What follows belongs to an exercise in optimizing a design on an open flow for small area; a production flow would make more cautious choices.
Only simulation tests tie the RTL to the original design; equivalence was not proved.
Power and IR drop assume default switching activity.

==> module cic3, before the edit <==
module cic3
    #(parameter DECIMATION_FACTOR = 256,  
    parameter CLOCK_WIDTH = $clog2(DECIMATION_FACTOR),
    parameter NUMBITS = 3*CLOCK_WIDTH+1)
    (output logic [NUMBITS-1:0] out,  
    input logic in,  
    input logic clk,  
    input logic reset_n);  
localparam int W = 25;    
localparam int L = 141;   
localparam int PB = 26;   
localparam int PC = 52;   
localparam int PO = 119;  
localparam int NSEG = 3;
localparam int B1 = 9;    
localparam int B2 = 17;   
localparam int WI = 24;   
function automatic integer seg(input integer i);
    if (i >= B2) seg = 2;
    else if (i >= B1) seg = 1;
    else seg = 0;
endfunction
logic [7:0] cnt;           
logic first;              
logic [WI-1:0] acc1, acc2, acc3;
logic [NSEG-1:1] k1, k2, k3;   
logic [L-1:0] ring;
logic cy1, cy2;            
logic zf;                  
logic [WI-1:0] sum1, sum2, sum3, acc3g, wr;
logic [WI:0] cr1, cr2, cr3;
logic [NSEG-1:1] k1n, k2n, k3n;
logic ser_first, ser_act, ser_last, out_load, flag_wr;
logic sa, sb, sc, s1, s2, c1i, c2i;
always_comb begin
    for (int i = 0; i < WI; i++) begin
        wr[i]    = (cnt == seg(i));    
        acc3g[i] = wr[i] ? 1'b0 : acc3[i];
    end
    for (int i = 0; i < WI; i++) begin
        if (i == 0) begin
            cr1[i] = in; cr2[i] = 1'b0; cr3[i] = 1'b0;
        end else if (i == B1) begin
            k1n[1] = cr1[i]; k2n[1] = cr2[i]; k3n[1] = cr3[i];
            cr1[i] = k1[1];  cr2[i] = k2[1];  cr3[i] = k3[1];
        end else if (i == B2) begin
            k1n[2] = cr1[i]; k2n[2] = cr2[i]; k3n[2] = cr3[i];
            cr1[i] = k1[2];  cr2[i] = k2[2];  cr3[i] = k3[2];
        end
        sum1[i]  = acc1[i] ^ cr1[i];
        cr1[i+1] = acc1[i] & cr1[i];
        sum2[i]  = acc2[i] ^ acc1[i] ^ cr2[i];
        cr2[i+1] = (acc2[i] & acc1[i]) | (acc2[i] & cr2[i]) | (acc1[i] & cr2[i]);
        sum3[i]  = acc3g[i] ^ acc2[i] ^ cr3[i];
        cr3[i+1] = (acc3g[i] & acc2[i]) | (acc3g[i] & cr3[i]) | (acc2[i] & cr3[i]);
    end
end
always_comb begin
    ser_first = (cnt == 8'd1);
    ser_act   = (cnt >= 8'd1) && (cnt <= 8'd25);
    ser_last  = (cnt == 8'd25);
    flag_wr   = (cnt == 8'd253);
    out_load  = (cnt == 8'd127);
    sa  = ring[0];
    sb  = ring[PB-1] & !ser_first;
    sc  = ring[PC];
    c1i = ser_first ? 1'b0 : cy1;
    c2i = ser_first ? 1'b1 : cy2;
    s1  = sa ^ sc ^ c1i;
    s2  = ser_last ? (zf & sa) : (s1 ^ ~sb ^ c2i);
end
always_ff @(posedge clk or negedge reset_n) begin
    if (!reset_n) begin
        cnt  <= '0;
        first <= 1'b1;
        acc1 <= '0;
        acc2 <= '0;
        k1   <= '0;
        k2   <= '0;
    end else begin
        cnt  <= cnt + 1'b1;
        if (cnt == 8'd255) first <= 1'b0;
        acc1 <= sum1;
        acc2 <= sum2;
        k1   <= k1n;
        k2   <= k2n;
    end
end
always_ff @(posedge clk) begin
    acc3 <= sum3;
    k3   <= k3n;
    cy1  <= (sa & sc) | (sa & c1i) | (sc & c1i);
    cy2  <= (s1 & ~sb) | (s1 & c2i) | (~sb & c2i);
    zf   <= (ser_first | zf) & ~s2;
    for (int i = 0; i < L; i++)
        ring[i] <= ring[(i+1) % L];
    for (int b = 0; b < WI; b++)
        if (wr[b])
            ring[b - seg(b)] <= acc3[b];
    if (flag_wr)
        ring[W-1+3] <= in;
    if (first)
        ring[PC-1] <= 1'b0;
    else if (ser_act)
        ring[PC-1] <= s2;
end
always_ff @(posedge clk) begin
    if (out_load)
        for (int b = 0; b < W; b++)
            out[b] <= ring[(PO+b) % L];
end
endmodule
Settings: LEC_CHECK=0, CAP_MARGIN=20, CORE_MARGIN=2, CORE_UTILIZATION=70, CTS_BUF_LIST=sky130_fd_sc_hd__clkbuf_8, CTS_CLUSTER_DIAMETER=50, CTS_CLUSTER_SIZE=16, SLEW_MARGIN=20; clock period 5.0 ns.
run.sh (not shown) runs the stock make flow with config.mk's settings and CLKGATE_MAP_FILE= SYNTH_SCRIPT=/design/flow/synth_recipe.tcl, a recipe that flattens the netlist after the stock synthesis.
==> next run, changes <==
--- a/flow/design.v
+++ b/flow/design.v
@@ -15,5 +15,4 @@
 localparam int B1 = 9;    
 localparam int B2 = 17;   
-localparam int WI = 24;   
 function automatic integer seg(input integer i);
     if (i >= B2) seg = 2;
@@ -23,20 +22,19 @@
 logic [7:0] cnt;           
 logic first;              
-logic [WI-1:0] acc1, acc2, acc3;
+logic [W-1:0] acc1, acc2, acc3;
 logic [NSEG-1:1] k1, k2, k3;   
 logic [L-1:0] ring;
 logic cy1, cy2;            
-logic zf;                  
-logic [WI-1:0] sum1, sum2, sum3, acc3g, wr;
-logic [WI:0] cr1, cr2, cr3;
+logic [W-1:0] sum1, sum2, sum3, acc3g, wr;
+logic [W:0] cr1, cr2, cr3;
 logic [NSEG-1:1] k1n, k2n, k3n;
-logic ser_first, ser_act, ser_last, out_load, flag_wr;
+logic ser_first, ser_act, out_load;
 logic sa, sb, sc, s1, s2, c1i, c2i;
 always_comb begin
-    for (int i = 0; i < WI; i++) begin
+    for (int i = 0; i < W; i++) begin
         wr[i]    = (cnt == seg(i));    
         acc3g[i] = wr[i] ? 1'b0 : acc3[i];
     end
-    for (int i = 0; i < WI; i++) begin
+    for (int i = 0; i < W; i++) begin
         if (i == 0) begin
             cr1[i] = in; cr2[i] = 1'b0; cr3[i] = 1'b0;
@@ -59,6 +57,4 @@
     ser_first = (cnt == 8'd1);
     ser_act   = (cnt >= 8'd1) && (cnt <= 8'd25);
-    ser_last  = (cnt == 8'd25);
-    flag_wr   = (cnt == 8'd253);
     out_load  = (cnt == 8'd127);
     sa  = ring[0];
@@ -68,5 +64,5 @@
     c2i = ser_first ? 1'b1 : cy2;
     s1  = sa ^ sc ^ c1i;
-    s2  = ser_last ? (zf & sa) : (s1 ^ ~sb ^ c2i);
+    s2  = s1 ^ ~sb ^ c2i;
 end
 always_ff @(posedge clk or negedge reset_n) begin
@@ -92,12 +88,9 @@
     cy1  <= (sa & sc) | (sa & c1i) | (sc & c1i);
     cy2  <= (s1 & ~sb) | (s1 & c2i) | (~sb & c2i);
-    zf   <= (ser_first | zf) & ~s2;
     for (int i = 0; i < L; i++)
         ring[i] <= ring[(i+1) % L];
-    for (int b = 0; b < WI; b++)
+    for (int b = 0; b < W; b++)
         if (wr[b])
             ring[b - seg(b)] <= acc3[b];
-    if (flag_wr)
-        ring[W-1+3] <= in;
     if (first)
         ring[PC-1] <= 1'b0;
The new run finished clean.
Critical path depth grows by 1.
Utilization grows by 0.58 points.
Via count shrinks by 0.56%.
Total power grows by 2.6%.
Cell area grows by 1.2%.
Clock skew is about the same.
Worst setup slack is worse by 220 ps.
Cell count shrinks by 0.60%.
Non-clock buffer count grows by 1.

==> port drivers added, routing unchanged <==
Ports are ideal in the flow. The routed layouts listed here were re-timed in OpenROAD. Step 1, drivers: a clkbuf_16 drives clk and a buf_2 each remaining input, both assumed. Step 2, shift: input delay + t, output delay - t, t = (earliest + latest rising clock arrival at the registers) / 2. This alone moves slack from input paths to output paths. a / b / c = ideal ports / drivers / drivers and shift; a / b = the first two.
run | shift t [ns] | setup slack, ns | worst data-port slew with drivers (ns) | pins driven straight from the clock port
the first run | 0.534 | 0.439 / 0.439 / 0.439 | 0.04 | 1
the second run | 0.544 | 0.216 / 0.216 / 0.216 | 0.03 | 1
After both steps every run listed still meets setup and hold.
